This is an optimization exercise on Yosys and OpenROAD, whose aim is small area and a short achievable clock period, not a production implementation.
At most, simulation tests tie the RTL to the original design; equivalence was not proved.
Function not checked in runs 5 and 6: the RTL went through the layout flow alone.
In every run shown here, the design's own scripts or RTL, not TritonCTS, make the clock network.
The flow treats the clock pin as an ideal source. Dropping or thinning the clock tree relies on that and would not hold on a real chip.
Power is estimated from default activity; no workload was simulated.

<file path="flow/config.mk">
export PLATFORM = sky130hd
export DESIGN_NAME = median_filter_system
export DESIGN_NICKNAME = median_filter_system
export VERILOG_FILES = /design/flow/design.v
export SDC_FILE = /design/flow/constraint.sdc
export NUM_CORES = 4
export LEC_CHECK = 0
export CAP_MARGIN = 20
export CORE_MARGIN = 2
export CORE_UTILIZATION = 70
export GPL_ROUTABILITY_DRIVEN = 0
export GPL_TIMING_DRIVEN = 0
export SLEW_MARGIN = 20
</file>
<file path="flow/constraint.sdc">
create_clock -name core_clock -period 24.0 [get_ports {clk}]
set_input_delay 4.8000 -clock core_clock [delete_from_list [all_inputs] [get_ports {clk}]]
set_output_delay 4.8000 -clock core_clock [all_outputs]
set_load 0.01 [all_outputs]
</file>
<file path="flow/design.v">
module median_filter
(
    input  wire       clk,
    input  wire       rst_n,
    input  wire       data_valid,
    input  wire [7:0] data_in,
    output wire       win,
    output reg  [7:0] win_median
);
    reg       v_r;
    reg [7:0] d_r;
    reg [5:0] pos;
    reg [7:0] lb [1:18];
    integer i, j;
    always @(posedge clk or negedge rst_n) begin
        if (!rst_n) begin
            v_r <= 1'b0;
            pos <= 6'd0;
        end else begin
            v_r <= data_valid;
            if (v_r)
                pos <= pos + 6'd1;
        end
    end
    always @(posedge clk) begin
        d_r <= data_in;
        if (v_r) begin
            lb[1] <= d_r;
            for (i = 2; i <= 18; i = i + 1)
                lb[i] <= lb[i-1];
        end
    end
    assign win = v_r & (pos[2] | pos[1]) & (pos[5] | pos[4]);
    function lt8(input [7:0] a, input [7:0] b);
        reg l;
        integer t;
        begin
            l = 1'b0;
            for (t = 0; t < 8; t = t + 1)
                l = (~a[t] & b[t]) | ((~a[t] | b[t]) & l);
            lt8 = l;
        end
    endfunction
    wire k1_2   = lt8(lb[2],  lb[1]);
    wire k8_9   = lt8(lb[9],  lb[8]);
    wire k16_17 = lt8(lb[17], lb[16]);
    wire k8_10  = lt8(lb[10], lb[8]);
    wire k16_18 = lt8(lb[18], lb[16]);
    wire k2_8   = lt8(lb[8],  lb[2]);
    wire k10_16 = lt8(lb[16], lb[10]);
    wire k1_8   = lt8(lb[8],  lb[1]);
    wire k9_16  = lt8(lb[16], lb[9]);
    wire k1_9   = lt8(lb[9],  lb[1]);
    wire k8_16  = lt8(lb[16], lb[8]);
    wire k1_10  = lt8(lb[10], lb[1]);
    wire k8_17  = lt8(lb[17], lb[8]);
    wire k8_18  = lt8(lb[18], lb[8]);
    wire k2_16  = lt8(lb[16], lb[2]);
    wire k1_16  = lt8(lb[16], lb[1]);
    wire k1_17  = lt8(lb[17], lb[1]);
    wire k1_18  = lt8(lb[18], lb[1]);
    reg k9_10, k17_18, k2_9, k10_17, k2_10, k9_17, k10_18, k9_18, k2_17, k2_18;
    always @(posedge clk) begin
        if (v_r) begin
            k9_10  <= k8_9;
            k17_18 <= k16_17;
            k2_9   <= k1_8;
            k10_17 <= k9_16;
            k2_10  <= k1_9;
            k9_17  <= k8_16;
            k10_18 <= k9_17;
            k9_18  <= k8_17;
            k2_17  <= k1_16;
            k2_18  <= k1_17;
        end
    end
    wire [7:0] x [0:7];
    assign x[0] = lb[1];
    assign x[1] = lb[2];
    assign x[2] = lb[8];
    assign x[3] = lb[9];
    assign x[4] = lb[10];
    assign x[5] = lb[16];
    assign x[6] = lb[17];
    assign x[7] = lb[18];
    wire [7:0] g [0:7];
    assign g[0] = {k1_18,  k1_17,  k1_16,  k1_10,  k1_9,  k1_8,  k1_2,  1'b0};
    assign g[1] = {k2_18,  k2_17,  k2_16,  k2_10,  k2_9,  k2_8,  2'b0};
    assign g[2] = {k8_18,  k8_17,  k8_16,  k8_10,  k8_9,  3'b0};
    assign g[3] = {k9_18,  k9_17,  k9_16,  k9_10,  4'b0};
    assign g[4] = {k10_18, k10_17, k10_16, 5'b0};
    assign g[5] = {k16_18, k16_17, 6'b0};
    assign g[6] = {k17_18, 7'b0};
    assign g[7] = 8'b0;
    reg [7:0] bf [0:7];    
    reg [6:0] b;
    reg [7:0] sel;
    reg s1, c1, s2, c2, s3, c3;
    always @(*) begin
        for (i = 0; i < 8; i = i + 1)
            for (j = 0; j < 8; j = j + 1)
                if (j > i)
                    bf[i][j] = g[i][j];
                else if (j < i)
                    bf[i][j] = !g[j][i];
                else
                    bf[i][j] = 1'b0;
        win_median = 8'd0;
        for (i = 0; i < 8; i = i + 1) begin
            b = 7'd0;
            for (j = 0; j < 8; j = j + 1)
                if (j < i)
                    b[j] = bf[i][j];
                else if (j > i)
                    b[j-1] = bf[i][j];
            s1 = b[0] ^ b[1] ^ b[2];
            c1 = (b[0] & b[1]) | (b[0] & b[2]) | (b[1] & b[2]);
            s2 = b[3] ^ b[4] ^ b[5];
            c2 = (b[3] & b[4]) | (b[3] & b[5]) | (b[4] & b[5]);
            s3 = s1 ^ s2 ^ b[6];
            c3 = (s1 & s2) | (s1 & b[6]) | (s2 & b[6]);
            sel[i] = s3 & (c1 ^ c2 ^ c3) & ~(c1 & c2 & c3);
            win_median = win_median | ({8{sel[i]}} & x[i]);
        end
    end
endmodule
module zero_edge_handler
(
    input  wire       clk,
    input  wire       rst_n,
    input  wire       win,
    input  wire [7:0] win_median,
    output reg        data_valid_out,
    output reg  [7:0] data_out,
    output reg        frame_complete
);
    reg       play;
    reg       on;
    reg       done;
    reg [5:0] low;
    reg [7:0] buf_q [0:35];
    integer i;
    wire lead    = &low[5:1];
    wire showing = play & (on | ~lead);
    wire at_end  = play & on & (&low);
    wire collect = ~play | at_end;
    wire last    = ~play & (low == 6'd36);
    wire push    = win & collect & ~last;
    wire inner   = (low[5:3] != 3'd0) & (low[5:3] != 3'd7) &
                   (low[2:0] != 3'd0) & (low[2:0] != 3'd7);
    wire shift   = push | (play & inner);
    always @(posedge clk or negedge rst_n) begin
        if (!rst_n) begin
            play           <= 1'b0;
            on             <= 1'b0;
            done           <= 1'b0;
            low            <= 6'd0;
            data_valid_out <= 1'b0;
            frame_complete <= 1'b0;
        end else begin
            if (!play) begin
                if (win) begin
                    if (last) begin
                        play <= 1'b1;
                        low  <= 6'd62;
                    end else
                        low <= low + 6'd1;
                end
            end else if (at_end) begin
                play <= 1'b0;
                low  <= {5'd0, win};
            end else
                low <= low + 6'd1;
            on             <= showing & ~at_end;
            data_valid_out <= showing;
            done           <= done | at_end;
            frame_complete <= done;
        end
    end
    always @(posedge clk) begin
        if (shift) begin
            buf_q[0] <= win_median;
            for (i = 1; i < 36; i = i + 1)
                buf_q[i] <= buf_q[i-1];
        end
        data_out <= inner ? buf_q[35] : 8'd0;
    end
endmodule
module median_filter_system
#(
    parameter WINDOW_SIZE = 3,
    parameter IMAGE_WIDTH = 8,
    parameter IMAGE_HEIGHT = 8,
    parameter PIXEL_WIDTH = 8
)
(
    input wire clk,
    input wire rst_n,
    input wire data_valid,
    input wire [PIXEL_WIDTH-1:0] data_in,
    output wire data_valid_out,
    output wire [PIXEL_WIDTH-1:0] data_out,
    output wire frame_complete
);
    wire       win;
    wire [7:0] win_median;
    median_filter median_filter_inst (
        .clk(clk),
        .rst_n(rst_n),
        .data_valid(data_valid),
        .data_in(data_in),
        .win(win),
        .win_median(win_median)
    );
    zero_edge_handler edge_handler_inst (
        .clk(clk),
        .rst_n(rst_n),
        .win(win),
        .win_median(win_median),
        .data_valid_out(data_valid_out),
        .data_out(data_out),
        .frame_complete(frame_complete)
    );
endmodule
</file>
<file path="flow/flow/run.sh">
#!/bin/bash
# Layout flow: the standard ORFS flow (standard.sh) with these changes
# to how the layout is made (constraints are the design's):
#  1. After the standard synthesis, its combinational logic is re-mapped by
#     yosys/ABC with an area-oriented script (flow/remap.*). Flip-flops are
#     kept exactly as the standard synthesis made them.
#  2. Port buffers are buf_1 (inputs, flow/inbuf.tcl) and buf_2 (outputs)
#     instead of the default delay buffer.
#  3. Timing repair over-fixes setup by SETUP_SLACK_MARGIN.
#  4. The clock tree is a balanced two-level tree (flow/mytree.tcl) in
#     place of TritonCTS's three-level one: 4 group buffers (buf_12) on the clock
#     port, 8 leaf buffers (buf_6) on each, 1/32 of the flip-flops on each leaf.
# Each tool's output goes to a log file in the work folder.
set -euo pipefail
cd "$(dirname "$0")/.."
W=$PWD
F=$W/flow
RES=$W/orfs/results/${FLOW_PLATFORM:-sky130hd}/median_filter_system/base
export BUFFER_PORTS_ARGS="-outputs -buffer_cell sky130_fd_sc_hd__buf_2"
export PRE_GLOBAL_PLACE_TCL="$F/inbuf.tcl"
export SETUP_SLACK_MARGIN="${OWN_SETUP_MARGIN:-18.0}"
export PRE_CTS_TCL="$F/mytree.tcl"

# 1. standard synthesis netlist
bash standard.sh "$RES/1_2_yosys.v" > flow_synth.log 2>&1
cp "$RES/1_2_yosys.v" "$W/standard_synth.v"

# 2. re-map combinational logic
LIB=$(ls "$FLOW_HOME"/platforms/sky130hd/lib/sky130_fd_sc_hd__tt_025C_1v80.lib)
python3 "$F/gen_models.py" "$LIB" "$W/remap_models.v" > gen_models.log 2>&1
python3 "$F/gen_models.py" "$LIB" "$W/remap_stubs.v" -stubs >> gen_models.log 2>&1
LIB="$LIB" TOP="${FLOW_TOP:-median_filter_system}" \
  REMAP_IN="$W/standard_synth.v" REMAP_OUT="$W/remapped.v" \
  REMAP_MODELS="$W/remap_models.v" REMAP_STUBS="$W/remap_stubs.v" \
  REMAP_ABC="$F/remap.abc" \
  DONT_USE="sky130_fd_sc_hd__probe_p_8 sky130_fd_sc_hd__probec_p_8 sky130_fd_sc_hd__lpflow_* sky130_fd_sc_hd__fa_* sky130_fd_sc_hd__ha_* sky130_fd_sc_hd__fah*" \
  yosys -c "$F/remap.tcl" > remap_yosys.log 2>&1
cp "$W/remapped.v" "$RES/1_2_yosys.v"
touch "$RES/1_2_yosys.v"

# 3. the rest of the standard flow
bash standard.sh > flow_layout.log 2>&1
</file>
<file path="flow/flow/gen_models.py">
#!/usr/bin/env python3
"""Write Verilog models of the liberty's combinational cells (name list on argv[2:] or all)."""
import re, sys
lib = open(sys.argv[1]).read()
stub_all = len(sys.argv) > 3 and sys.argv[3] == "-stubs"
want = set()
out = open(sys.argv[2], 'w')
# split into cells by brace matching
pos = 0
for m in re.finditer(r'\n\s*cell\s*\(\s*"?([\w]+)"?\s*\)\s*\{', lib):
    name = m.group(1)
    if want and name not in want:
        continue
    i = m.end(); depth = 1
    while depth:
        c = lib[i]
        if c == '{': depth += 1
        elif c == '}': depth -= 1
        i += 1
    body = lib[m.end():i]
    seq = bool(re.search(r'\n\s*(ff|latch|statetable|ff_bank)\s*\(', body))
    pins = []
    for pm in re.finditer(r'\n\s*pin\s*\(\s*"?(\w+)"?\s*\)\s*\{', body):
        j = pm.end(); d = 1
        while d:
            c = body[j]
            if c == '{': d += 1
            elif c == '}': d -= 1
            j += 1
        pb = body[pm.end():j]
        dm = re.search(r'direction\s*:\s*"?(\w+)"?', pb)
        fm = re.search(r'\n\s*function\s*:\s*"([^"]*)"', pb)
        pins.append((pm.group(1), dm.group(1) if dm else None, fm.group(1) if fm else None))
    seen = set(); up = []
    for p in pins:
        if p[0] not in seen:
            seen.add(p[0]); up.append(p)
    pins = up
    outs = [p for p in pins if p[1] == 'output']
    ins = [p for p in pins if p[1] == 'input']
    ports = [p[0] for p in ins] + [p[0] for p in outs]
    if stub_all or seq or not outs or any(p[2] is None for p in outs):
        out.write("(* blackbox *)\n")
        out.write(f"module {name} ({', '.join(ports)});\n")
        for p in ins:
            out.write(f"  input {p[0]};\n")
        for p in outs:
            out.write(f"  output {p[0]};\n")
        out.write("endmodule\n")
        continue
    out.write(f"module {name} ({', '.join(ports)});\n")
    for p in ins:
        out.write(f"  input {p[0]};\n")
    for p in outs:
        f = p[2].replace('!', '~').replace('+', '|')
        out.write(f"  output {p[0]};\n  assign {p[0]} = {f};\n")
    out.write("endmodule\n")
</file>
<file path="flow/flow/inbuf.tcl">
# Used as PRE_GLOBAL_PLACE_TCL: buffer the input ports with buf_1 here; the
# standard global_place.tcl then buffers the output ports (BUFFER_PORTS_ARGS
# has -outputs).
buffer_ports -inputs -buffer_cell sky130_fd_sc_hd__buf_1
</file>
<file path="flow/flow/mytree.tcl">
# Two-level clock tree: the clock port drives 4 group buffers (one per
# quadrant of the flip-flops), each drives 8 leaf buffers, each leaf drives
# the flip-flops of its 1/32. Groups come from recursive median bisection
# of the flip-flop positions, alternating x and y. Every flip-flop is
# behind exactly one group and one leaf buffer, so the tree is balanced.
proc mytree_split {items axis {k 2}} {
  set s [lsort -real -index $axis $items]
  set n [llength $s]
  set out {}
  for {set i 0} {$i < $k} {incr i} {
    set a [expr {($n * $i) / $k}]
    set b [expr {($n * ($i + 1)) / $k - 1}]
    lappend out [lrange $s $a $b]
  }
  return $out
}
proc mytree_centroid {items} {
  set sx 0.0; set sy 0.0
  foreach it $items { set sx [expr {$sx + [lindex $it 1]}]; set sy [expr {$sy + [lindex $it 2]}] }
  set n [llength $items]
  return [list [expr {int($sx / $n)}] [expr {int($sy / $n)}]]
}
proc mytree_build {clk_port_net leaf_master group_master {leaf_depth {2 2}}} {
  set block [ord::get_db_block]
  set db [ord::get_db]
  set net [$block findNet $clk_port_net]
  set sinks {}
  foreach it [$net getITerms] {
    set inst [$it getInst]
    set loc [$inst getLocation]
    lappend sinks [list $it [lindex $loc 0] [lindex $loc 1]]
  }
  # two bisections -> 4 groups; two more -> 4 leaves per group
  set groups {}
  foreach a [mytree_split $sinks 1] { foreach b [mytree_split $a 2] { lappend groups $b } }
  set lm [$db findMaster $leaf_master]
  set gm [$db findMaster $group_master]
  set gi 0; set li 0
  foreach g $groups {
    set leaves [list $g]
    set d 0
    foreach k $leaf_depth {
      set nl {}
      foreach l $leaves { foreach h [mytree_split $l [expr {1 + ($d % 2)}] $k] { lappend nl $h } }
      set leaves $nl
      incr d
    }
    set gbuf [odb::dbInst_create $block $gm "clkbuf_grp_$gi"]
    set gnet [odb::dbNet_create $block "clknet_grp_$gi"]
    $gnet setSigType CLOCK
    [$gbuf findITerm A] connect $net
    [$gbuf findITerm X] connect $gnet
    set lcs {}
    foreach l $leaves {
      set lbuf [odb::dbInst_create $block $lm "clkbuf_leaf_$li"]
      set lnet [odb::dbNet_create $block "clknet_leaf_$li"]
      $lnet setSigType CLOCK
      foreach it $l {
        set iterm [lindex $it 0]
        $iterm disconnect
        $iterm connect $lnet
      }
      [$lbuf findITerm A] connect $gnet
      [$lbuf findITerm X] connect $lnet
      set c [mytree_centroid $l]
      $lbuf setLocation [lindex $c 0] [lindex $c 1]
      $lbuf setPlacementStatus PLACED
      lappend lcs [list x [lindex $c 0] [lindex $c 1]]
      incr li
    }
    set c [mytree_centroid $lcs]
    $gbuf setLocation [lindex $c 0] [lindex $c 1]
    $gbuf setPlacementStatus PLACED
    incr gi
  }
  $net setSigType CLOCK
  global_connect
  puts "mytree: [llength $sinks] sinks, $gi group buffers, $li leaf buffers"
}

# Used as PRE_CTS_TCL: cts.tcl then calls clock_tree_synthesis, which builds
# this tree instead of TritonCTS's; the rest of cts.tcl (placement
# legalization, timing repair) runs as usual.
rename clock_tree_synthesis tritoncts_clock_tree_synthesis
proc clock_tree_synthesis { args } {
  mytree_build clk sky130_fd_sc_hd__buf_6 sky130_fd_sc_hd__buf_12 {2 2 2}
  set_propagated_clock [all_clocks]
}
</file>
<file path="flow/flow/remap.abc">
strash
&get -n
&fraig -x
&put
scorr
dc2
strash
&get -n
&dch -f
&nf -R 1000
&put
topo
</file>
<file path="flow/flow/remap.tcl">
# Re-map the combinational logic of the standard synthesis netlist with an
# area-oriented ABC script. Flip-flop instances (names, cell types and
# connections to their own nets) are left as the standard synthesis made them.
# env: REMAP_IN REMAP_OUT REMAP_MODELS REMAP_STUBS REMAP_ABC LIB TOP DONT_USE
yosys read_verilog $::env(REMAP_MODELS)
yosys read_verilog $::env(REMAP_IN)
yosys hierarchy -check -top $::env(TOP)
yosys flatten
yosys delete "A:blackbox"
yosys hierarchy -top $::env(TOP)
yosys delete "A:blackbox"
yosys read_verilog $::env(REMAP_STUBS)
yosys hierarchy -check -top $::env(TOP)
yosys opt -purge
yosys techmap
yosys opt -fast -purge
set du {}
foreach c $::env(DONT_USE) { lappend du -dont_use $c }
yosys abc -script $::env(REMAP_ABC) -liberty $::env(LIB) {*}$du
yosys opt_clean -purge
yosys hilomap -singleton -hicell sky130_fd_sc_hd__conb_1 HI -locell sky130_fd_sc_hd__conb_1 LO
yosys insbuf -buf sky130_fd_sc_hd__buf_4 A X
yosys splitnets
yosys opt_clean -purge
yosys check -assert
yosys tee -o $::env(REMAP_OUT).stat stat -liberty $::env(LIB)
yosys select $::env(TOP)
yosys write_verilog -noattr -nohex -nodec -selected $::env(REMAP_OUT)
</file>
<file path="flow/standard.sh">
#!/bin/bash
# synth_recipe.tcl (not shown) runs the flow's synth.tcl, then flattens the netlist and writes it again
# the make line also repeats each setting of config.mk as NAME=value (left out here)
make -C /OpenROAD-flow-scripts/flow DESIGN_CONFIG=/design/flow/config.mk WORK_HOME=/design/flow/orfs CLKGATE_MAP_FILE= SYNTH_SCRIPT=/design/flow/synth_recipe.tcl "${@:-finish}"
</file>
==> results of run 1 <==
## path summary, 6_finish.rpt
check / end / slack [ns]
worst min register to register: median_filter_inst.lb[1][5] / 0.39
min in group asynchronous: median_filter_inst.v_r / 4.46
worst max register to register: edge_handler_inst.buf_q[0][6] / 18.72
max in group asynchronous: median_filter_inst.v_r / 19.19
worst max-delay path: data_valid_out / 18.39
worst min-delay path: median_filter_inst.lb[1][5] / 0.39
## placed cells by master (no fill, tap or decap), types with 17 or more instances in the layout
master,instances
a222oi_1,20
xnor2_1,34
a21oi_1,47
clkinv_1,62
maj3_1,23
dfrtp_1,17
o22ai_1,52
edfxtp_1,442
a22oi_1,24
nand2_1,29
o21ai_0,20
buf_6,32
nor2_1,28
## area by class of cell
cell class | instances | area [µm²] | share of cell area [%]
Sequential cell | 476 | 14000 | 77.7
Buffer | 36 | 440 | 2.44
Tap cell | 319 | 399 | 2.21
Multi-Input combinational cell | 400 | 2720 | 15.0
Timing Repair Buffer | 26 | 246 | 1.36
Inverter | 62 | 233 | 1.29
## report_power, final
group | switching (W) | internal [W]
Combinational | 0.000195 | 0.0000948
Sequential | 0.0000716 | 0.00116
Clock | 0.000210 | 0.000131
Total | 0.000476 | 0.00139
## per-layer routing
layer,part of all wire [%],vias to the layer above,GRT usage [%]
li1,-,3859,-
met1,43,4131,30.6
met2,44,506,30.3
met3,8.4,146,3.40
met4,4.1,0,6.98
met5,0,-,0
## registers in the layout, indices dropped and copies added (netlist names), 6 cells and up
name                        count
edge_handler_inst.buf_q       288
edge_handler_inst.data_out      8
edge_handler_inst.low           6
median_filter_inst.d_r          8
median_filter_inst.lb         144
median_filter_inst.pos          6
## stage by stage
step                      worst slack (ns)  total power (W)  utilization (%)
after detailed placement             18.24          0.00153             74.7
final                                18.39          0.00187             76.6
after global placement               17.70          0.00151             73.9
after floorplan                      18.82          0.00143                -
after CTS                            18.36          0.00188             76.5
after global routing                 18.35          0.00195             76.6
==> key figures, run 1 <==
GRT
  – First-pass GRT wire length: 41.7 mm
  – Vias in the first global route: 8,256
  – Largest net degree at the start of global routing: 63
  – GRT Total Usage: approximately 20%
  – Gr ovfl total: 0
  – Initial antenna violation count: 0

Setup path
  – Bufs and invs on worst path: 1
  – Critical path endpoint category: primary output
  – Crit-path cells: buf_2
  – WP data arrival: 0.81 ns
  – Data required time at the worst endpoint: 19.20 ns
  – Worst setup SP type: register
  – Largest delay share family, worst path: flip-flops
  – Crit-path max cell delay: ~0.39 ns
  – Logic depth of the worst path, buffers included: 1
  – RR Startpoint: median_filter_inst.lb[8][1]
  – CP Max Fanout: 1
  – Worst Reg-to-Reg Cells: 18
  – CP Class: reg2out
  – CP max stage cell: dfrtp_1
  – Critical path launch point: edge_handler_inst.data_valid_out

Die
  – Initial Util: between 70% and 80%
  – Core Region: 0.0236 mm²
  – Die Y: 160 µm
  – Die Width: around 160 µm
  – Die area: between 0.02 and 0.03 mm²
  – # IOs: 21
  – Rows: between 50 and 60

Timing
  – Slew Limit Fails: 0
  – Least-Margin Pin Slew: 1.27 ns
  – Period utilisation layout: 23.4%
  – RSZ-0062 raised after global routing: false
  – Final count of negative-setup-slack endpoints: 0
  – Hold slack: a little under 0.4 ns
  – Max Freq: 178 MHz
  – Slew headroom: approximately 15%
  – Final Hold Fails: 0
  – Clk_skew: 0.0432 ns
  – Fin crit period: 5.61 ns
  – Setup TNS: 0 ns

Layout
  – Ant diodes: 0
  – Synthesis-to-layout area growth: 6.64%
  – Layout filler cell count: 1,332
  – Final instance area: 0.0181 mm²
  – Nets@finish: 1,013
  – Final Non-Filler Cells: between 1,000 and 1,500
  – Ratio of cells with drive above 1 in the final layout: under 10%

Flow run
  – Maxcap violations: 0

Min path
  – Worst hold path type: reg2reg
  – Hold Crit Depth: 0
  – HP Start: median_filter_inst.d_r[5]

Route
  – DR pass1 iterations: 9
  – Iteration-0 DRC Markers: 1,730
  – DRC violations left: 0
  – Antenna viol nets, final: 0
  – Routed vias/inst: roughly 6.6
  – Wirelength, routed: 26.0 mm
  – Wire per inst: 19.7 µm
  – Vias: between 8,000 and 9,000

Placed design
  – Area after DPL: 0.0176 mm²
  – Placed cell count: 1,283
  – Number of I/O port buffers: 20
  – Post-DP HPWL: 15.7 mm

Synthesis
  – Cell Area, Synth: approximately 0.017 mm²
  – Synthesized instance count: 938
  – Syn_area_per_cell: 18.1 µm²
  – Syn nets: 949
  – Warnings from Yosys: 5

CTS
  – Clock transition at path regs: 0.10 ns
  – Worst-Skew Late Latency: approximately 0.31 ns
  – Post-CTS resize count: 0
  – # hold bufs at CTS: 0
  – Setup bufs post-CTS: 0

Power and ir drop
  – Peak supply drop: approximately 0.077 mV
  – Power density cells: ~100 mW/mm²
  – Leak Pwr: between 5 and 6 nW

Status
  – Status: no timing/DRC/antenna violations
==> inputs of run 2 (changes only) <==
--- a/flow/flow/run.sh
+++ b/flow/flow/run.sh
@@ -4,7 +4,7 @@
 #  1. After the standard synthesis, its combinational logic is re-mapped by
 #     yosys/ABC with an area-oriented script (flow/remap.*). Flip-flops are
 #     kept exactly as the standard synthesis made them.
-#  2. Port buffers are buf_1 (inputs, flow/inbuf.tcl) and buf_2 (outputs)
+#  2. Port buffers are buf_1 (inputs, flow/inbuf.tcl) and buf_4 (outputs)
 #     instead of the default delay buffer.
 #  3. Timing repair over-fixes setup by SETUP_SLACK_MARGIN.
 #  4. The clock tree is a balanced two-level tree (flow/mytree.tcl) in
@@ -16,7 +16,7 @@
 W=$PWD
 F=$W/flow
 RES=$W/orfs/results/${FLOW_PLATFORM:-sky130hd}/median_filter_system/base
-export BUFFER_PORTS_ARGS="-outputs -buffer_cell sky130_fd_sc_hd__buf_2"
+export BUFFER_PORTS_ARGS="-outputs -buffer_cell sky130_fd_sc_hd__buf_4"
 export PRE_GLOBAL_PLACE_TCL="$F/inbuf.tcl"
 export SETUP_SLACK_MARGIN="${OWN_SETUP_MARGIN:-18.0}"
 export PRE_CTS_TCL="$F/mytree.tcl"
==> key figures, run 2 <==
CTS
  – Setup bufs post-CTS: 0 (unchanged)
  – Post-CTS resize count: 0 (unchanged)
  – # hold bufs at CTS: 0 (unchanged)
  – Worst-Skew Late Latency: 0.30 ns (was 0.31 ns)
  – Clock transition at path regs: 0.11 ns (was 0.10 ns)

GRT
  – Initial antenna violation count: 0 (unchanged)
  – Largest net degree at the start of global routing: 63 (unchanged)
  – GRT Total Usage: 20.6% (was 20.1%)
  – First-pass GRT wire length: 42.5 mm (was 41.7 mm)
  – Gr ovfl total: 0 (unchanged)
  – Vias in the first global route: 8,320 (was 8,256)

Setup path
  – Data required time at the worst endpoint: 19.20 ns (about the same)
  – Worst Reg-to-Reg Cells: 18 (unchanged)
  – Critical Path Sink: data_valid_out (unchanged)
  – Critical path launch point: edge_handler_inst.data_valid_out (unchanged)
  – CP max stage cell: dfrtp_1 (unchanged)
  – WP data arrival: 0.77 ns (was 0.81 ns)
  – Crit-path max cell delay: 0.37 ns (was 0.39 ns)
  – Crit-path cells: buf_4 (was buf_2)
  – Critical path endpoint category: primary output (unchanged)
  – Worst R2R End: edge_handler_inst.buf_q[0][6] (unchanged)
  – Worst setup SP type: register (unchanged)
  – Logic depth of the worst path, buffers included: 1 (unchanged)
  – Largest delay share family, worst path: flip-flops (unchanged)
  – CP Class: reg2out (unchanged)
  – Bufs and invs on worst path: 1 (unchanged)
  – CP Max Fanout: 1 (unchanged)
  – RR Startpoint: median_filter_inst.lb[8][1] (unchanged)
  – Reg2reg setup slack: 18.64 ns (was 18.72 ns)

Timing
  – RSZ-0062 raised after global routing: false (unchanged)
  – Least-Margin Pin Slew: 1.35 ns (was 1.27 ns)
  – Slew Limit Fails: 0 (unchanged)
  – Final count of negative-setup-slack endpoints: 0 (unchanged)
  – Period utilisation layout: 23.2% (was 23.4%)
  – Setup TNS: 0 ns (unchanged)
  – Hold slack: 0.380 ns (was 0.388 ns)
  – Clk_skew: 0.0418 ns (was 0.0432 ns)
  – Fin crit period: 5.57 ns (was 5.61 ns)
  – Slew headroom: 9.05% (was 14.8%)
  – Min setup slack post-route: 18.43 ns (was 18.39 ns)
  – Final Hold Fails: 0 (unchanged)
  – Max Freq: 179 MHz (was 178 MHz)

Synthesis
  – Synthesized instance count: 938 (unchanged)
  – Syn nets: 949 (unchanged)
  – Syn_area_per_cell: 18.1 µm² (unchanged)
  – Cell Area, Synth: 0.0170 mm² (unchanged)
  – Warnings from Yosys: 5 (unchanged)

Die
  – Core Region: 0.0236 mm² (unchanged)
  – Rows: 56 (unchanged)
  – Die Y: 160 µm (unchanged)
  – Initial Util: 71.8% (unchanged)
  – # IOs: 21 (unchanged)
  – Die area: 0.0255 mm² (unchanged)
  – Die Width: 160 µm (unchanged)

Route
  – Antenna viol nets, final: 0 (unchanged)
  – Routed vias/inst: 6.55 (about the same)
  – DR pass1 iterations: 9 (unchanged)
  – Wire per inst: 20.4 µm (was 19.7 µm)
  – Wirelength, routed: 26.9 mm (was 26.0 mm)
  – Iteration-0 DRC Markers: 1,683 (was 1,730)
  – DRC violations left: 0 (unchanged)
  – Vias: 8,636 (was 8,642)

Placed design
  – Number of I/O port buffers: 20 (unchanged)
  – Post-DP HPWL: 16.2 mm (was 15.7 mm)
  – Placement Setup Slack: 18.29 ns (was 18.24 ns)

Status
  – Status: no timing/DRC/antenna violations (unchanged)

Layout
  – Ratio of cells with drive above 1 in the final layout: 6.10% (was 6.00%)
  – FF+latch area: 0.0140 mm² (unchanged)
  – Layout filler cell count: 1,338 (was 1,332)
  – Ant diodes: 0 (unchanged)
  – Nets@finish: 1,013 (unchanged)
  – Register with the most flip-flops: edge_handler_inst.buf_q (unchanged)
  – Area occupied by multi-input gates: 0.00273 mm² (was 0.00272 mm²)
  – Flip-flop count of the largest register after layout: 288 (unchanged)
  – Most frequent cells in the layout: 442 x edfxtp_1, 62 x clkinv_1, 52 x o22ai_1, 47 x a21oi_1, 34 x xnor2_1 (unchanged)
  – Biggest regs: edge_handler_inst.buf_q (288), median_filter_inst.lb (144) (unchanged)
  – Commonest non-fill, non-tap cell in the layout: edfxtp_1 (unchanged)
  – Synthesis-to-layout area growth: 6.77% (was 6.64%)

Flow run
  – Maxcap violations: 0 (unchanged)

Power and ir drop
  – Power density cells: 104 mW/mm² (was 103 mW/mm²)
  – Peak supply drop: 0.0736 mV (was 0.0767 mV)
  – Leak Pwr: 5.81 nW (was 5.82 nW)

Min path
  – Worst hold path type: reg2reg (unchanged)
## run 2: cell count changes in the layout (fill, tap and decap cells not counted)
cell     previous run  this run
buf_2              10         0
buf_4               0        10
buf_12              5         6
buf_16              5         4
nor3_1             10         9
nor3_2              3         4
o21ai_0            20        19
o21ai_1             0         1
## run 2: how the worst min path moves through the flow
stage,from,to,slack [ns],depth (start not counted)
after floorplan,edge_handler_inst.done,edge_handler_inst.frame_complete,0.35,0
after global placement,edge_handler_inst.done,edge_handler_inst.frame_complete,0.36,0
after detailed placement,edge_handler_inst.done,edge_handler_inst.frame_complete,0.37,0
after CTS,median_filter_inst.d_r[6],median_filter_inst.lb[1][6],0.39,0
after global routing,median_filter_inst.d_r[6],median_filter_inst.lb[1][6],0.41,0
final,median_filter_inst.d_r[6],median_filter_inst.lb[1][6],0.38,0
## run 2: final cells by class
type                       count  share of cell area, %
sequential                   476                   77.6
multi-input combinational    400                   15.0
buffer                        36                   2.43
tap                          319                   2.20
timing repair buffer          26                   1.46
inverter                      62                   1.29
## run 2: report_power, final
| group | total (W) | internal (W) | switching (W) |
|---|---|---|---|
| logic | 0.000296 | 0.0000981 | 0.000198 |
| registers | 0.00124 | 0.00116 | 0.0000745 |
| clock network | 0.000342 | 0.000131 | 0.000212 |
| total | 0.00188 | 0.00139 | 0.000484 |
## run 2: metrics by stage
| step | utilization, % | instance area [µm²] | power, W | instances |
|---|---|---|---|---|
| finish | 76.7 | 18100 | 0.00188 | 1319 |
| global route | 76.7 | 18100 | 0.00196 | 1319 |
| CTS | 76.6 | 18100 | 0.00189 | 1319 |
| detailed placement | 74.8 | 17700 | 0.00154 | 1283 |
| global placement | 74.0 | 17500 | 0.00151 | 1277 |
| floorplan | - | 17000 | 0.00143 | 938 |
## run 2: per-layer routing
| layer | share of wire, % | GRT usage [%] | wire (µm) | vias to the layer above |
|---|---|---|---|---|
| met4 | 4.2 | 7.02 | 1120 | 0 |
| met3 | 8.7 | 3.61 | 2350 | 145 |
| met2 | 45 | 31.5 | 12100 | 475 |
| li1 | - | - | - | 3866 |
| met5 | 0 | 0 | 0 | - |
| met1 | 42 | 31.1 | 11300 | 4150 |
==> inputs of run 3 (changes only) <==
--- a/flow/flow/run.sh
+++ b/flow/flow/run.sh
@@ -4,22 +4,23 @@
 #  1. After the standard synthesis, its combinational logic is re-mapped by
 #     yosys/ABC with an area-oriented script (flow/remap.*). Flip-flops are
 #     kept exactly as the standard synthesis made them.
-#  2. Port buffers are buf_1 (inputs, flow/inbuf.tcl) and buf_4 (outputs)
-#     instead of the default delay buffer.
+#  2. Port buffers are buf_1 instead of the default delay buffer.
 #  3. Timing repair over-fixes setup by SETUP_SLACK_MARGIN.
 #  4. The clock tree is a balanced two-level tree (flow/mytree.tcl) in
 #     place of TritonCTS's three-level one: 4 group buffers (buf_12) on the clock
 #     port, 8 leaf buffers (buf_6) on each, 1/32 of the flip-flops on each leaf.
+#  5. Before detailed placement, each output port's flip-flop is moved next
+#     to the port's buffer (flow/pull_outputs.tcl).
 # Each tool's output goes to a log file in the work folder.
 set -euo pipefail
 cd "$(dirname "$0")/.."
 W=$PWD
 F=$W/flow
 RES=$W/orfs/results/${FLOW_PLATFORM:-sky130hd}/median_filter_system/base
-export BUFFER_PORTS_ARGS="-outputs -buffer_cell sky130_fd_sc_hd__buf_4"
-export PRE_GLOBAL_PLACE_TCL="$F/inbuf.tcl"
+export BUFFER_PORTS_ARGS="-buffer_cell sky130_fd_sc_hd__buf_1"
 export SETUP_SLACK_MARGIN="${OWN_SETUP_MARGIN:-18.0}"
 export PRE_CTS_TCL="$F/mytree.tcl"
+export PRE_DETAIL_PLACE_TCL="$F/pull_outputs.tcl"
 
 # 1. standard synthesis netlist
 bash standard.sh "$RES/1_2_yosys.v" > flow_synth.log 2>&1
==> flow/flow/pull_outputs.tcl (new file) <==
# Place each output port's driving flip-flop next to the port's buffer, so
# the flip-flop-to-port path has short wires; detailed placement then
# legalizes. Used as PRE_DETAIL_PLACE_TCL.
proc pull_outputs {} {
  set block [ord::get_db_block]
  set n 0
  foreach bterm [$block getBTerms] {
    if {[$bterm getIoType] ne "OUTPUT"} { continue }
    set net [$bterm getNet]
    set buf ""
    foreach it [$net getITerms] { if {[$it isOutputSignal]} { set buf [$it getInst] } }
    if {$buf eq "" || [[$buf getMaster] getType] ne "CORE"} { continue }
    set ff ""
    foreach it [$buf getITerms] {
      if {[$it isInputSignal]} {
        set in [$it getNet]
        if {$in eq "NULL"} { continue }
        foreach d [$in getITerms] { if {[$d isOutputSignal]} { set ff [$d getInst] } }
      }
    }
    if {$ff eq "" || ![[$ff getMaster] isSequential]} { continue }
    set loc [$buf getLocation]
    $ff setLocation [lindex $loc 0] [lindex $loc 1]
    incr n
  }
  puts "pull_outputs: moved $n flip-flops next to their output buffers"
}
pull_outputs
==> flow/config.mk (replaced) <==
export PLATFORM = sky130hd
export DESIGN_NAME = median_filter_system
export DESIGN_NICKNAME = median_filter_system
export VERILOG_FILES = /design/flow/design.v
export SDC_FILE = /design/flow/constraint.sdc
export NUM_CORES = 4
export LEC_CHECK = 0
export CAP_MARGIN = 5
export CORE_MARGIN = 2
export CORE_UTILIZATION = 70
export SLEW_MARGIN = 5
removed: flow/flow/inbuf.tcl
==> key figures, run 3 <==
Status
  – Status: no timing/DRC/antenna violations (unchanged)

Timing
  – Slew headroom: 18.3% (was 9.05%)
  – Least-Margin Pin Slew: 1.23 ns (was 1.35 ns)
  – Period utilisation layout: 23.3% (was 23.2%)
  – Hold slack: 0.378 ns (was 0.380 ns)
  – Fin crit period: 5.60 ns (was 5.57 ns)
  – RSZ-0062 raised after global routing: false (unchanged)
  – Slew Limit Fails: 0 (unchanged)
  – Clk_skew: 0.0445 ns (was 0.0418 ns)
  – Setup TNS: 0 ns (unchanged)
  – Final Hold Fails: 0 (unchanged)
  – Max Freq: 179 MHz (about the same)
  – Final count of negative-setup-slack endpoints: 0 (unchanged)

CTS
  – Clock transition at path regs: 0.12 ns (was 0.11 ns)
  – # hold bufs at CTS: 0 (unchanged)
  – Setup bufs post-CTS: 0 (unchanged)
  – Post-CTS resize count: 0 (unchanged)
  – Worst-Skew Late Latency: 0.31 ns (was 0.30 ns)

Route
  – Wirelength, routed: 32.5 mm (was 26.9 mm)
  – Wire per inst: 24.6 µm (was 20.4 µm)
  – DRC violations left: 0 (unchanged)
  – Routed vias/inst: 6.66 (was 6.55)
  – Iteration-0 DRC Markers: 1,485 (was 1,683)
  – Vias: 8,805 (was 8,636)
  – DR pass1 iterations: 6 (was 9)
  – Antenna viol nets, final: 0 (unchanged)

Layout
  – Most frequent cells in the layout: 442 x edfxtp_1, 62 x clkinv_1, 52 x o22ai_1, 47 x a21oi_1, 34 x xnor2_1 (unchanged)
  – Flip-flop count of the largest register after layout: 288 (unchanged)
  – Commonest non-fill, non-tap cell in the layout: edfxtp_1 (unchanged)
  – Biggest regs: edge_handler_inst.buf_q (288), median_filter_inst.lb (144) (unchanged)
  – Synthesis-to-layout area growth: 5.95% (was 6.77%)
  – Nets@finish: 1,017 (was 1,013)
  – Ant diodes: 0 (unchanged)
  – Register with the most flip-flops: edge_handler_inst.buf_q (unchanged)
  – Util after Layout: 76.1% (was 76.7%)
  – Ratio of cells with drive above 1 in the final layout: 4.88% (was 6.10%)

Setup path
  – CP max stage cell: dfrtp_1 (unchanged)
  – Crit-path max cell delay: 0.39 ns (was 0.37 ns)
  – Data required time at the worst endpoint: 19.20 ns (about the same)
  – Largest delay share family, worst path: flip-flops (unchanged)
  – Critical path endpoint category: primary output (unchanged)
  – CP Max Fanout: 1 (unchanged)
  – CP Class: reg2out (unchanged)
  – WP data arrival: 0.80 ns (was 0.77 ns)
  – Crit-path cells: buf_1 (was buf_4)
  – Bufs and invs on worst path: 1 (unchanged)
  – Worst setup SP type: register (unchanged)

GRT
  – Met1 Use GR: 36.2% (was 31.1%)
  – Gr ovfl total: 0 (unchanged)
  – First-pass GRT wire length: 50.6 mm (was 42.5 mm)
  – Largest net degree at the start of global routing: 105 (was 63)
  – Busiest layer in global routing: met2 (unchanged)
  – Met3 usage: 2.86% (was 3.61%)
  – Vias in the first global route: 8,808 (was 8,320)
  – GR Util met2: 43.3% (was 31.5%)
  – GRT Total Usage: 25.7% (was 20.6%)
  – Initial antenna violation count: 0 (unchanged)

Power and ir drop
  – Power density cells: 106 mW/mm² (was 104 mW/mm²)
  – Power Total: 0.00190 W (was 0.00188 W)
  – Leak Pwr: 5.75 nW (was 5.81 nW)
  – Peak supply drop: 0.0669 mV (was 0.0736 mV)

Placed design
  – Post-DP HPWL: 20.1 mm (was 16.2 mm)
  – Number of I/O port buffers: 20 (unchanged)
  – RePlAce Congestion: roughly 0.9

Synthesis
  – Syn_area_per_cell: 18.1 µm² (unchanged)
  – Synthesized instance count: 938 (unchanged)
  – Warnings from Yosys: 5 (unchanged)
  – Cell Area, Synth: 0.0170 mm² (unchanged)
  – Syn nets: 949 (unchanged)

Flow run
  – Maxcap violations: 0 (unchanged)

Die
  – Rows: 56 (unchanged)
  – Core Region: 0.0236 mm² (unchanged)
  – # IOs: 21 (unchanged)
  – Initial Util: 71.8% (unchanged)
  – Die area: 0.0255 mm² (unchanged)
  – Die Width: 160 µm (unchanged)
  – Die Y: 160 µm (unchanged)

Min path
  – Worst hold path type: reg2reg (unchanged)
-- run 3: cell type report --
| class | count | area (µm²) |
|---|---|---|
| plain buffers | 36 | 440 |
| fillers | 1284 | 5640 |
| inverters | 62 | 233 |
| multi-input cells | 400 | 2700 |
| flip-flops and latches | 476 | 14000 |
| well taps | 319 | 399 |
| repair buffers | 30 | 150 |
-- run 3: layer usage --
layer  share of wire [%]  vias up
li1                    -     3869
met1                  40     4321
met2                  50      508
met3                 6.9      107
met4                 3.7        0
met5                   0        -
-- run 3: worst paths after layout --
check	depth (start not counted)	endpoint	startpoint	slack [ns]
min reg2reg	0	median_filter_inst.lb[1][7]	median_filter_inst.d_r[7]	0.38
max in group asynchronous	1	median_filter_inst.v_r	rst_n	18.69
max	1	frame_complete	edge_handler_inst.frame_complete	18.40
min in group asynchronous	1	median_filter_inst.pos[0]	rst_n	4.63
max reg2reg	8	edge_handler_inst.buf_q[24][5]	edge_handler_inst.low[3]	18.51
min	0	median_filter_inst.lb[1][7]	median_filter_inst.d_r[7]	0.38
-- run 3: metrics by stage --
| step | area, µm² | setup WS (ns) | cells |
|---|---|---|---|
| 4_1_cts | 18000 | 18.41 | 1323 |
| 3_3_place_gp | 17500 | 18.46 | 1287 |
| 2_1_floorplan | 17000 | 18.82 | 938 |
| 6_report | 18000 | 18.40 | 1323 |
| 5_1_grt | 18000 | 18.04 | 1323 |
| 3_5_place_dp | 17500 | 18.24 | 1287 |
-- run 3: power by group --
group          internal, W  total [W]  switching [W]  leakage [nW]
Clock             0.000131   0.000350       0.000219         0.231
Combinational    0.0000862   0.000288       0.000202         0.955
Sequential         0.00117    0.00126      0.0000918          4.56
Total              0.00139    0.00190       0.000513          5.75
==> inputs of run 4 (changes only) <==
--- a/flow/config.mk
+++ b/flow/config.mk
@@ -5,7 +5,9 @@
 export SDC_FILE = /design/flow/constraint.sdc
 export NUM_CORES = 4
 export LEC_CHECK = 0
-export CAP_MARGIN = 5
+export CAP_MARGIN = 20
 export CORE_MARGIN = 2
 export CORE_UTILIZATION = 70
-export SLEW_MARGIN = 5
+export GPL_ROUTABILITY_DRIVEN = 0
+export GPL_TIMING_DRIVEN = 0
+export SLEW_MARGIN = 20
==> key figures, run 4 <==
CTS
  – # hold bufs at CTS: 0 (unchanged)
  – Post-CTS resize count: 0 (unchanged)
  – Setup bufs post-CTS: 0 (unchanged)
  – Clock transition at path regs: 0.11 ns (was 0.12 ns)
  – Worst-Skew Late Latency: 0.30 ns (was 0.31 ns)

Layout
  – Most frequent cells in the layout: 442 x edfxtp_1, 62 x clkinv_1, 52 x o22ai_1, 47 x a21oi_1, 34 x xnor2_1 (unchanged)
  – Flip-flop count of the largest register after layout: 288 (unchanged)
  – Synthesis-to-layout area growth: 6.60% (was 5.95%)
  – Commonest non-fill, non-tap cell in the layout: edfxtp_1 (unchanged)
  – Layout filler cell count: 1,367 (was 1,284)
  – Nets@finish: 1,014 (was 1,017)
  – Ratio of cells with drive above 1 in the final layout: 5.09% (was 4.88%)
  – Ant diodes: 0 (unchanged)
  – Register with the most flip-flops: edge_handler_inst.buf_q (unchanged)
  – Util after Layout: 76.6% (was 76.1%)
  – Biggest regs: edge_handler_inst.buf_q (288), median_filter_inst.lb (144) (unchanged)

Setup path
  – Worst setup SP type: register (unchanged)
  – Bufs and invs on worst path: 1 (unchanged)
  – Critical path launch point: edge_handler_inst.data_out[3] (was edge_handler_inst.frame_complete)
  – CP max stage cell: dfxtp_1 (was dfrtp_1)
  – Critical path endpoint category: primary output (unchanged)
  – CP Max Fanout: 1 (unchanged)
  – Crit-path cells: buf_1 (unchanged)
  – WP data arrival: 0.77 ns (was 0.80 ns)
  – Crit-path max cell delay: 0.33 ns (was 0.39 ns)
  – Largest delay share family, worst path: flip-flops (unchanged)
  – CP Class: reg2out (unchanged)
  – RR Startpoint: median_filter_inst.lb[16][1] (was edge_handler_inst.low[3])
  – Data required time at the worst endpoint: 19.20 ns (about the same)

Power and ir drop
  – Leak Pwr: 5.78 nW (was 5.75 nW)
  – Peak supply drop: 0.0837 mV (was 0.0669 mV)
  – Power Total: 0.00187 W (was 0.00190 W)
  – Power density cells: 103 mW/mm² (was 106 mW/mm²)

Min path
  – HP Start: median_filter_inst.d_r[5] (was median_filter_inst.d_r[7])
  – Worst hold path type: reg2reg (unchanged)

GRT
  – GRT Total Usage: 20.6% (was 25.7%)
  – Vias in the first global route: 8,340 (was 8,808)
  – Largest net degree at the start of global routing: 62 (was 105)
  – Initial antenna violation count: 0 (unchanged)
  – First-pass GRT wire length: 42.5 mm (was 50.6 mm)
  – Gr ovfl total: 0 (unchanged)

Placed design
  – Placement Setup Slack: 18.31 ns (was 18.24 ns)
  – Number of I/O port buffers: 20 (unchanged)
  – Post-DP HPWL: 15.9 mm (was 20.1 mm)

Die
  – Rows: 56 (unchanged)
  – # IOs: 21 (unchanged)
  – Die Y: 160 µm (unchanged)
  – Die area: 0.0255 mm² (unchanged)
  – Initial Util: 71.8% (unchanged)
  – Core Region: 0.0236 mm² (unchanged)
  – Die Width: 160 µm (unchanged)

Route
  – DRC violations left: 0 (unchanged)
  – DR pass1 iterations: 9 (was 6)
  – Wire per inst: 19.9 µm (was 24.6 µm)
  – Vias: 8,651 (was 8,805)
  – Iteration-0 DRC Markers: 1,496 (was 1,485)
  – Antenna viol nets, final: 0 (unchanged)
  – Routed vias/inst: 6.55 (was 6.66)
  – Wirelength, routed: 26.3 mm (was 32.5 mm)

Timing
  – Final count of negative-setup-slack endpoints: 0 (unchanged)
  – Period utilisation layout: 23.2% (was 23.3%)
  – Slew headroom: 15.9% (was 18.3%)
  – Least-Margin Pin Slew: 1.25 ns (was 1.23 ns)
  – Slew Limit Fails: 0 (unchanged)
  – Min setup slack post-route: 18.43 ns (was 18.40 ns)
  – Max Freq: 180 MHz (was 179 MHz)
  – RSZ-0062 raised after global routing: false (unchanged)
  – Hold slack: 0.384 ns (was 0.378 ns)
  – Fin crit period: 5.57 ns (was 5.60 ns)
  – Clk_skew: 0.0429 ns (was 0.0445 ns)
  – Setup TNS: 0 ns (unchanged)
  – Final Hold Fails: 0 (unchanged)

Synthesis
  – Syn nets: 949 (unchanged)
  – Synthesized instance count: 938 (unchanged)
  – Syn_area_per_cell: 18.1 µm² (unchanged)
  – Warnings from Yosys: 5 (unchanged)
  – Cell Area, Synth: 0.0170 mm² (unchanged)

Status
  – Status: no timing/DRC/antenna violations (unchanged)

Flow run
  – Maxcap violations: 0 (unchanged)
[run 4: report_power, final]
part | total, W | switching (W) | internal, W
Combinational | 0.000291 | 0.000196 | 0.0000945
Clock | 0.000341 | 0.000210 | 0.000131
Sequential | 0.00124 | 0.0000717 | 0.00116
[run 4: worst paths after layout]
kind / endpoint / slack, ns / cells past startpoint
min in group asynchronous: median_filter_inst.pos[2] / 4.45 / 1
worst min register to register: median_filter_inst.lb[1][5] / 0.38 / 0
worst max-delay path: data_out[3] / 18.43 / 1
worst max register to register: edge_handler_inst.buf_q[0][0] / 18.69 / 17
max in group asynchronous: median_filter_inst.v_r / 19.20 / 1
worst min-delay path: median_filter_inst.lb[1][5] / 0.38 / 0
[run 4: layout make-up]
cell class | count | area (µm²) | area share [%]
buffer | 36 | 440 | 2.44
inverter | 62 | 233 | 1.29
multi-input combinational | 400 | 2720 | 15.0
sequential | 476 | 14000 | 77.7
tap | 319 | 399 | 2.21
timing repair buffer | 27 | 239 | 1.32
[run 4: per-layer routing]
metal | GRT usage, % | vias to the layer above | share of wire, %
li1 | - | 3872 | -
met2 | 31.5 | 502 | 45
met4 | 7.19 | 0 | 4.4
met1 | 31.3 | 4123 | 43
met3 | 3.25 | 154 | 8.4
met5 | 0 | - | 0
[run 4: per-stage QoR]
stage / cell area (µm²) / instances
2_1_floorplan: 17000 / 938
6_report: 18100 / 1320
5_1_grt: 18100 / 1320
4_1_cts: 18100 / 1319
3_5_place_dp: 17600 / 1283
3_3_place_gp: 17400 / 1277
==> inputs of run 5 (changes only) <==
--- a/flow/design.v
+++ b/flow/design.v
@@ -10,16 +10,21 @@
     reg       v_r;
     reg [7:0] d_r;
     reg [5:0] pos;
+    reg       wpos;      
     reg [7:0] lb [1:18];
     integer i, j;
+    wire [5:0] pos_next = pos + 6'd1;
     always @(posedge clk or negedge rst_n) begin
         if (!rst_n) begin
-            v_r <= 1'b0;
-            pos <= 6'd0;
+            v_r  <= 1'b0;
+            pos  <= 6'd0;
+            wpos <= 1'b0;
         end else begin
             v_r <= data_valid;
-            if (v_r)
-                pos <= pos + 6'd1;
+            if (v_r) begin
+                pos  <= pos_next;
+                wpos <= (pos_next[2] | pos_next[1]) & (pos_next[5] | pos_next[4]);
+            end
         end
     end
     always @(posedge clk) begin
@@ -30,7 +35,7 @@
                 lb[i] <= lb[i-1];
         end
     end
-    assign win = v_r & (pos[2] | pos[1]) & (pos[5] | pos[4]);
+    assign win = v_r & wpos;
     function lt8(input [7:0] a, input [7:0] b);
         reg l;
         integer t;
@@ -138,40 +143,56 @@
     reg       on;
     reg       done;
     reg [5:0] low;
+    reg       refuse;
+    reg       show_in;
+    reg       play_n;
+    reg [5:0] low_n;
     reg [7:0] buf_q [0:35];
     integer i;
     wire lead    = &low[5:1];
     wire showing = play & (on | ~lead);
     wire at_end  = play & on & (&low);
-    wire collect = ~play | at_end;
     wire last    = ~play & (low == 6'd36);
-    wire push    = win & collect & ~last;
-    wire inner   = (low[5:3] != 3'd0) & (low[5:3] != 3'd7) &
-                   (low[2:0] != 3'd0) & (low[2:0] != 3'd7);
-    wire shift   = push | (play & inner);
+    wire shift   = (win & ~refuse) | show_in;
+    wire on_n    = showing & ~at_end;
+    always @(*) begin
+        play_n = play;
+        low_n  = low;
+        if (!play) begin
+            if (win) begin
+                if (last) begin
+                    play_n = 1'b1;
+                    low_n  = 6'd62;
+                end else
+                    low_n = low + 6'd1;
+            end
+        end else if (at_end) begin
+            play_n = 1'b0;
+            low_n  = {5'd0, win};
+        end else
+            low_n = low + 6'd1;
+    end
+    function inner(input [5:0] k);
+        inner = (k[5:3] != 3'd0) & (k[5:3] != 3'd7) &
+                (k[2:0] != 3'd0) & (k[2:0] != 3'd7);
+    endfunction
     always @(posedge clk or negedge rst_n) begin
         if (!rst_n) begin
             play           <= 1'b0;
             on             <= 1'b0;
             done           <= 1'b0;
             low            <= 6'd0;
+            refuse         <= 1'b0;
+            show_in        <= 1'b0;
             data_valid_out <= 1'b0;
             frame_complete <= 1'b0;
         end else begin
-            if (!play) begin
-                if (win) begin
-                    if (last) begin
-                        play <= 1'b1;
-                        low  <= 6'd62;
-                    end else
-                        low <= low + 6'd1;
-                end
-            end else if (at_end) begin
-                play <= 1'b0;
-                low  <= {5'd0, win};
-            end else
-                low <= low + 6'd1;
-            on             <= showing & ~at_end;
+            play           <= play_n;
+            low            <= low_n;
+            on             <= on_n;
+            refuse         <= ~(~play_n | (play_n & on_n & (&low_n))) |
+                              (~play_n & (low_n == 6'd36));
+            show_in        <= play_n & inner(low_n);
             data_valid_out <= showing;
             done           <= done | at_end;
             frame_complete <= done;
@@ -183,7 +204,7 @@
             for (i = 1; i < 36; i = i + 1)
                 buf_q[i] <= buf_q[i-1];
         end
-        data_out <= inner ? buf_q[35] : 8'd0;
+        data_out <= show_in ? buf_q[35] : 8'd0;
     end
 endmodule
 module median_filter_system
==> flow/config.mk (replaced) <==
export PLATFORM = sky130hd
export DESIGN_NAME = median_filter_system
export DESIGN_NICKNAME = median_filter_system
export VERILOG_FILES = /design/flow/design.v
export SDC_FILE = /design/flow/constraint.sdc
export NUM_CORES = 4
export LEC_CHECK = 0
export CAP_MARGIN = 5
export CORE_MARGIN = 2
export CORE_UTILIZATION = 70
export SLEW_MARGIN = 5
==> key figures, run 5 <==
Status
  – Status: no timing/DRC/antenna violations (unchanged)

Timing
  – Max Freq: 179 MHz (was 180 MHz)
  – Fin crit period: 5.58 ns (was 5.57 ns)
  – Slew headroom: 18.3% (was 15.9%)
  – Period utilisation layout: 23.2% (about the same)
  – Final Hold Fails: 0 (unchanged)
  – Final count of negative-setup-slack endpoints: 0 (unchanged)
  – Slew Limit Fails: 0 (unchanged)
  – Setup TNS: 0 ns (unchanged)
  – Hold slack: 0.408 ns (was 0.384 ns)
  – RSZ-0062 raised after global routing: false (unchanged)
  – Min setup slack post-route: 18.42 ns (was 18.43 ns)
  – Least-Margin Pin Slew: 1.23 ns (was 1.25 ns)
  – Clk_skew: 0.0374 ns (was 0.0429 ns)

Layout
  – Nets@finish: 1,040 (was 1,014)
  – Biggest regs: edge_handler_inst.buf_q (288), median_filter_inst.lb (144) (unchanged)
  – Final instance area: 0.0181 mm² (about the same)
  – Ant diodes: 0 (unchanged)
  – Synthesis-to-layout area growth: 5.89% (was 6.60%)
  – Most frequent cells in the layout: 442 x edfxtp_1, 63 x clkinv_1, 53 x nand2_1, 47 x o22ai_1, 44 x a21oi_1 (was 442 x edfxtp_1, 62 x clkinv_1, 52 x o22ai_1, 47 x a21oi_1, 34 x xnor2_1)
  – Layout filler cell count: 1,385 (was 1,367)
  – Final Non-Filler Cells: 1,351 (was 1,320)
  – Ratio of cells with drive above 1 in the final layout: 4.67% (was 5.09%)
  – Commonest non-fill, non-tap cell in the layout: edfxtp_1 (unchanged)
  – Register with the most flip-flops: edge_handler_inst.buf_q (unchanged)
  – Flip-flop count of the largest register after layout: 288 (unchanged)

Setup path
  – Worst setup SP type: register (unchanged)
  – Worst Reg-to-Reg Cells: 15 (was 17)
  – Data required time at the worst endpoint: 19.20 ns (about the same)
  – CP Class: reg2out (unchanged)
  – CP Max Fanout: 1 (unchanged)
  – WP data arrival: 0.78 ns (was 0.77 ns)
  – Crit-path cells: buf_1 (unchanged)
  – Crit-path max cell delay: 0.38 ns (was 0.33 ns)
  – CP max stage cell: dfrtp_1 (was dfxtp_1)
  – Largest delay share family, worst path: flip-flops (unchanged)
  – Logic depth of the worst path, buffers included: 1 (unchanged)
  – Bufs and invs on worst path: 1 (unchanged)
  – Critical path endpoint category: primary output (unchanged)

Die
  – Die area: 0.0257 mm² (was 0.0255 mm²)
  – Initial Util: 70.9% (was 71.8%)
  – # IOs: 21 (unchanged)
  – Core Region: 0.0242 mm² (was 0.0236 mm²)
  – Die Y: 160 µm (about the same)
  – Die Width: 160 µm (about the same)
  – Rows: 57 (was 56)

Synthesis
  – Cell Area, Synth: 0.0171 mm² (was 0.0170 mm²)
  – Syn nets: 973 (was 949)
  – Syn_area_per_cell: 17.8 µm² (was 18.1 µm²)
  – Synthesized instance count: 962 (was 938)
  – Warnings from Yosys: 5 (unchanged)

CTS
  – Clock transition at path regs: 0.09 ns (was 0.11 ns)
  – Setup bufs post-CTS: 0 (unchanged)
  – Worst-Skew Late Latency: 0.30 ns (about the same)
  – # hold bufs at CTS: 0 (unchanged)
  – Post-CTS resize count: 0 (unchanged)

Power and ir drop
  – Leak Pwr: 5.86 nW (was 5.78 nW)
  – Comb pwr share: 16.4% (was 15.6%)
  – Sw frac: 27.2% (was 25.6%)
  – Power density cells: 113 mW/mm² (was 103 mW/mm²)
  – Int Pwr: 0.00149 W (was 0.00139 W)
  – Clk pwr share: 16.9% (was 18.3%)
  – Sequential Power Share: 66.7% (was 66.1%)
  – Peak supply drop: 0.0892 mV (was 0.0837 mV)
  – Switching pwr: 0.000557 W (was 0.000479 W)

Route
  – Vias: 8,947 (was 8,651)
  – Met3 routed WL: 2.23 mm (was 2.21 mm)
  – Top Metal Used: met4 (unchanged)
  – DRC violations left: 0 (unchanged)
  – M1 wire length: 12.1 mm (was 11.2 mm)
  – Iteration-0 DRC Markers: 1,492 (was 1,496)
  – Wirelength, routed: 30.3 mm (was 26.3 mm)
  – Wire per inst: 22.4 µm (was 19.9 µm)
  – Routed vias/inst: 6.62 (was 6.55)
  – Antenna viol nets, final: 0 (unchanged)
  – Wire length on met2: 15.0 mm (was 11.7 mm)
  – DR pass1 iterations: 7 (was 9)

Placed design
  – Number of I/O port buffers: 20 (unchanged)
  – RePlAce Congestion: 0.926
  – Area after DPL: 0.0177 mm² (was 0.0176 mm²)
  – Post-DP HPWL: 18.8 mm (was 15.9 mm)
  – Placed cell count: 1,315 (was 1,283)
  – Placement Setup Slack: 18.15 ns (was 18.31 ns)

Min path
  – Worst hold path type: reg2reg (unchanged)
  – Hold Crit Depth: 0 (unchanged)

GRT
  – GRT Total Usage: 23.5% (was 20.6%)
  – First-pass GRT wire length: 47.4 mm (was 42.5 mm)
  – Vias in the first global route: 8,612 (was 8,340)
  – Largest net degree at the start of global routing: 105 (was 62)
  – Initial antenna violation count: 0 (unchanged)
  – Gr ovfl total: 0 (unchanged)

Flow run
  – Maxcap violations: 0 (unchanged)
[run 5: stage by stage]
stage | power [W] | util (%)
floorplan | 0.00159 | -
global placement | 0.00165 | 73.2
detailed placement | 0.00170 | 73.2
CTS | 0.00205 | 75.1
global route | 0.00214 | 75.1
finish | 0.00205 | 75.1
[run 5: worst paths after layout]
check,slack (ns),from,endpoint
max reg2reg,19.03,median_filter_inst.lb[8][2],edge_handler_inst.buf_q[0][3]
min in group asynchronous,4.71,rst_n,edge_handler_inst.frame_complete
min,0.41,edge_handler_inst.done,edge_handler_inst.frame_complete
min reg2reg,0.41,edge_handler_inst.done,edge_handler_inst.frame_complete
max,18.42,edge_handler_inst.data_valid_out,data_valid_out
max in group asynchronous,18.48,rst_n,median_filter_inst.v_r
[run 5: cell type report]
cell class              instances  area (µm²)  share of cell area [%]
inverters                      63         236                    1.30
well taps                     324         405                    2.23
multi-input cells             420        2800                    15.4
plain buffers                  36         440                    2.43
repair buffers                 29         143                   0.786
flip-flops and latches        479       14100                    77.8
[run 5: power groups by stage]
| stage | Clock, W | Combinational [W] | Sequential [W] |
|---|---|---|---|
| 3_3_place_gp | 0 | 0.000294 | 0.00136 |
| 6_report | 0.000345 | 0.000335 | 0.00136 |
| 4_1_cts | 0.000357 | 0.000326 | 0.00137 |
| 3_5_place_dp | 0 | 0.000327 | 0.00138 |
| 5_1_grt | 0.000385 | 0.000362 | 0.00139 |
| 2_1_floorplan | 0 | 0.000221 | 0.00136 |
[run 5: routing by layer]
layer	up-vias	track usage, %
met2	486	39.2
li1	3958	-
met4	0	6.88
met5	-	0
met3	113	3.36
met1	4390	33.3
==> inputs of run 6 (changes only) <==
--- a/flow/config.mk
+++ b/flow/config.mk
@@ -5,7 +5,9 @@
 export SDC_FILE = /design/flow/constraint.sdc
 export NUM_CORES = 4
 export LEC_CHECK = 0
-export CAP_MARGIN = 5
+export CAP_MARGIN = 20
 export CORE_MARGIN = 2
 export CORE_UTILIZATION = 70
-export SLEW_MARGIN = 5
+export GPL_ROUTABILITY_DRIVEN = 0
+export GPL_TIMING_DRIVEN = 0
+export SLEW_MARGIN = 20
==> key figures, run 6 <==
Layout
  – Final instance area: 0.0184 mm² (was 0.0181 mm²)
  – Commonest non-fill, non-tap cell in the layout: edfxtp_1 (unchanged)
  – Util after Layout: 76.0% (was 75.1%)
  – Ratio of cells with drive above 1 in the final layout: 5.43% (was 4.67%)
  – Synthesis-to-layout area growth: 7.16% (was 5.89%)
  – Register with the most flip-flops: edge_handler_inst.buf_q (unchanged)
  – Nets@finish: 1,044 (was 1,040)
  – Flip-flop count of the largest register after layout: 288 (unchanged)
  – Biggest regs: edge_handler_inst.buf_q (288), median_filter_inst.lb (144) (unchanged)
  – Ant diodes: 0 (unchanged)
  – Most frequent cells in the layout: 442 x edfxtp_1, 63 x clkinv_1, 53 x nand2_1, 47 x o22ai_1, 44 x a21oi_1 (unchanged)

Route
  – Antenna viol nets, final: 0 (unchanged)
  – DR pass1 iterations: 12 (was 7)
  – DRC violations left: 0 (unchanged)
  – Iteration-0 DRC Markers: 1,858 (was 1,492)
  – Routed vias/inst: 6.63 (was 6.62)
  – Vias: 8,980 (was 8,947)
  – Wire per inst: 20.3 µm (was 22.4 µm)
  – Wirelength, routed: 27.5 mm (was 30.3 mm)

GRT
  – Initial antenna violation count: 0 (unchanged)
  – Largest net degree at the start of global routing: 62 (was 105)
  – Gr ovfl total: 0 (unchanged)
  – First-pass GRT wire length: 44.7 mm (was 47.4 mm)
  – Vias in the first global route: 8,711 (was 8,612)
  – GRT Total Usage: 21.6% (was 23.5%)

Power and ir drop
  – Peak supply drop: 0.0789 mV (was 0.0892 mV)
  – Clk pwr share: 16.8% (was 16.9%)
  – Int Pwr: 0.00151 W (was 0.00149 W)
  – Leak Pwr: 5.94 nW (was 5.86 nW)
  – Switching pwr: 0.000542 W (was 0.000557 W)
  – Comb pwr share: 17.4% (was 16.4%)
  – Sw frac: 26.4% (was 27.2%)
  – Power density cells: 112 mW/mm² (was 113 mW/mm²)
  – Sequential Power Share: 65.8% (was 66.7%)

Placed design
  – Post-DP HPWL: 17.4 mm (was 18.8 mm)
  – Number of I/O port buffers: 20 (unchanged)
  – Area after DPL: 0.0179 mm² (was 0.0177 mm²)

Timing
  – Max Freq: 179 MHz (about the same)
  – Clk_skew: 0.0393 ns (was 0.0374 ns)
  – Period utilisation layout: 23.3% (was 23.2%)
  – Final count of negative-setup-slack endpoints: 0 (unchanged)
  – Slew headroom: 38.2% (was 18.3%)
  – Slew Limit Fails: 0 (unchanged)
  – Setup TNS: 0 ns (unchanged)
  – Fin crit period: 5.59 ns (was 5.58 ns)
  – Final Hold Fails: 0 (unchanged)
  – RSZ-0062 raised after global routing: false (unchanged)
  – Least-Margin Pin Slew: 0.927 ns (was 1.23 ns)

Setup path
  – WP data arrival: 0.79 ns (was 0.78 ns)
  – RR Startpoint: median_filter_inst.lb[16][1] (was median_filter_inst.lb[8][2])
  – CP Class: reg2out (unchanged)
  – Largest delay share family, worst path: flip-flops (unchanged)
  – Data required time at the worst endpoint: 19.20 ns (about the same)
  – Worst setup SP type: register (unchanged)
  – Bufs and invs on worst path: 1 (unchanged)
  – Crit-path cells: buf_1 (unchanged)
  – Crit-path max cell delay: 0.38 ns (about the same)
  – CP max stage cell: dfrtp_1 (unchanged)
  – CP Max Fanout: 1 (unchanged)
  – Critical path launch point: edge_handler_inst.data_valid_out (unchanged)
  – Critical path endpoint category: primary output (unchanged)

Min path
  – HP Start: edge_handler_inst.done (unchanged)
  – Worst hold path type: reg2reg (unchanged)

Die
  – Core Region: 0.0242 mm² (unchanged)
  – Initial Util: 70.9% (unchanged)
  – # IOs: 21 (unchanged)
  – Rows: 57 (unchanged)
  – Die Width: 160 µm (unchanged)
  – Die Y: 160 µm (unchanged)
  – Die area: 0.0257 mm² (unchanged)

Status
  – Status: no timing/DRC/antenna violations (unchanged)

CTS
  – Worst-Skew Late Latency: 0.30 ns (about the same)
  – Clock transition at path regs: 0.10 ns (was 0.09 ns)
  – Setup bufs post-CTS: 0 (unchanged)
  – # hold bufs at CTS: 0 (unchanged)
  – Post-CTS resize count: 0 (unchanged)

Synthesis
  – Synthesized instance count: 962 (unchanged)
  – Cell Area, Synth: 0.0171 mm² (unchanged)
  – Warnings from Yosys: 5 (unchanged)
  – Syn nets: 973 (unchanged)
  – Syn_area_per_cell: 17.8 µm² (unchanged)

Flow run
  – Maxcap violations: 0 (unchanged)
## run 6: cell types whose count changed in the layout (fill, tap and decap cells not counted), sizes merged
cell	before	now
buf	65	68
clkbuf	0	1
## run 6: final timing paths
path / to / slack, ns / cells after the start
setup / recovery: data_valid_out / 18.41 / 1
hold / removal: edge_handler_inst.frame_complete / 0.39 / 0
setup reg to reg: edge_handler_inst.buf_q[0][3] / 19.23 / 16
hold reg to reg: edge_handler_inst.frame_complete / 0.39 / 0
max in group asynchronous: median_filter_inst.v_r / 19.11 / 1
min in group asynchronous: edge_handler_inst.low[4] / 4.47 / 1
## run 6: cell type report
class | count | area (µm²)
repair buffers | 33 | 344
well taps | 324 | 405
fillers | 1366 | 5810
flip-flops and latches | 479 | 14100
multi-input cells | 420 | 2810
inverters | 63 | 236
plain buffers | 36 | 440
## run 6: routing by layer
layer  GRT usage, %  routed length (µm)  up-vias
li1               -                   -     3959
met1           31.6               11100     4290
met2           34.7               12800      569
met3           3.23                2510      162
met4           6.59                1080        0
met5              0                   0        -
## run 6: through the flow
| stage | total power [W] | std cells | worst slack [ns] | hold WS [ns] |
|---|---|---|---|---|
| 6_report | 0.00205 | 1355 | 18.41 | 0.393 |
| 3_3_place_gp | 0.00168 | 1306 | 15.81 | 0.357 |
| 4_1_cts | 0.00207 | 1355 | 18.40 | 0.385 |
| 2_1_floorplan | 0.00159 | 962 | 17.32 | 0.346 |
| 5_1_grt | 0.00215 | 1355 | 18.37 | 0.395 |
| 3_5_place_dp | 0.00172 | 1319 | 18.11 | 0.359 |
## run 6: power by group through the flow
| stage | registers (W) | logic [W] | clock network (W) |
|---|---|---|---|
| after floorplan | 0.00136 | 0.000221 | 0 |
| after CTS | 0.00136 | 0.000352 | 0.000358 |
| final | 0.00135 | 0.000357 | 0.000344 |
| after global placement | 0.00140 | 0.000279 | 0 |
| after global routing | 0.00137 | 0.000387 | 0.000388 |
| after detailed placement | 0.00136 | 0.000353 | 0 |

==> re-timing with driven ports <==
The flow's constraints put no driver on any port. The routed layouts listed below were extracted and timed again, unchanged, in two steps. Step 1: set_driving_cell puts a clkbuf_16 on clk and a buf_2 on each other input, an assumption about the parent block. Step 2 also shifts input and output timing later by t, the mid clock arrival at the registers, as if the neighbouring blocks saw the same clock. Three values: ideal ports, drivers, drivers and shift; two values: the first two.
run | t (ns) | slack for setup (ns) | worst register clock-pin slew, ns
run 1 | 0.394 | 18.389 / 18.280 / 18.674 | 0.12 / 0.12
run 2 | 0.389 | 18.425 / 18.316 / 18.641 | 0.11 / 0.11
run 3 | 0.394 | 18.405 / 18.299 / 18.368 | 0.12 / 0.12
run 4 | 0.387 | 18.435 / 18.331 / 18.690 | 0.11 / 0.11
run 5 | 0.393 | 18.422 / 18.314 / 18.166 | 0.11 / 0.11
run 6 | 0.388 | 18.405 / 18.300 / 18.688 | 0.11 / 0.11
After both steps setup and hold are still met in every run listed. The setup slack of run 5, which loses most, moves by -0.108 ns with the drivers and by -0.256 ns with both steps. Setup slack includes reset recovery checks.
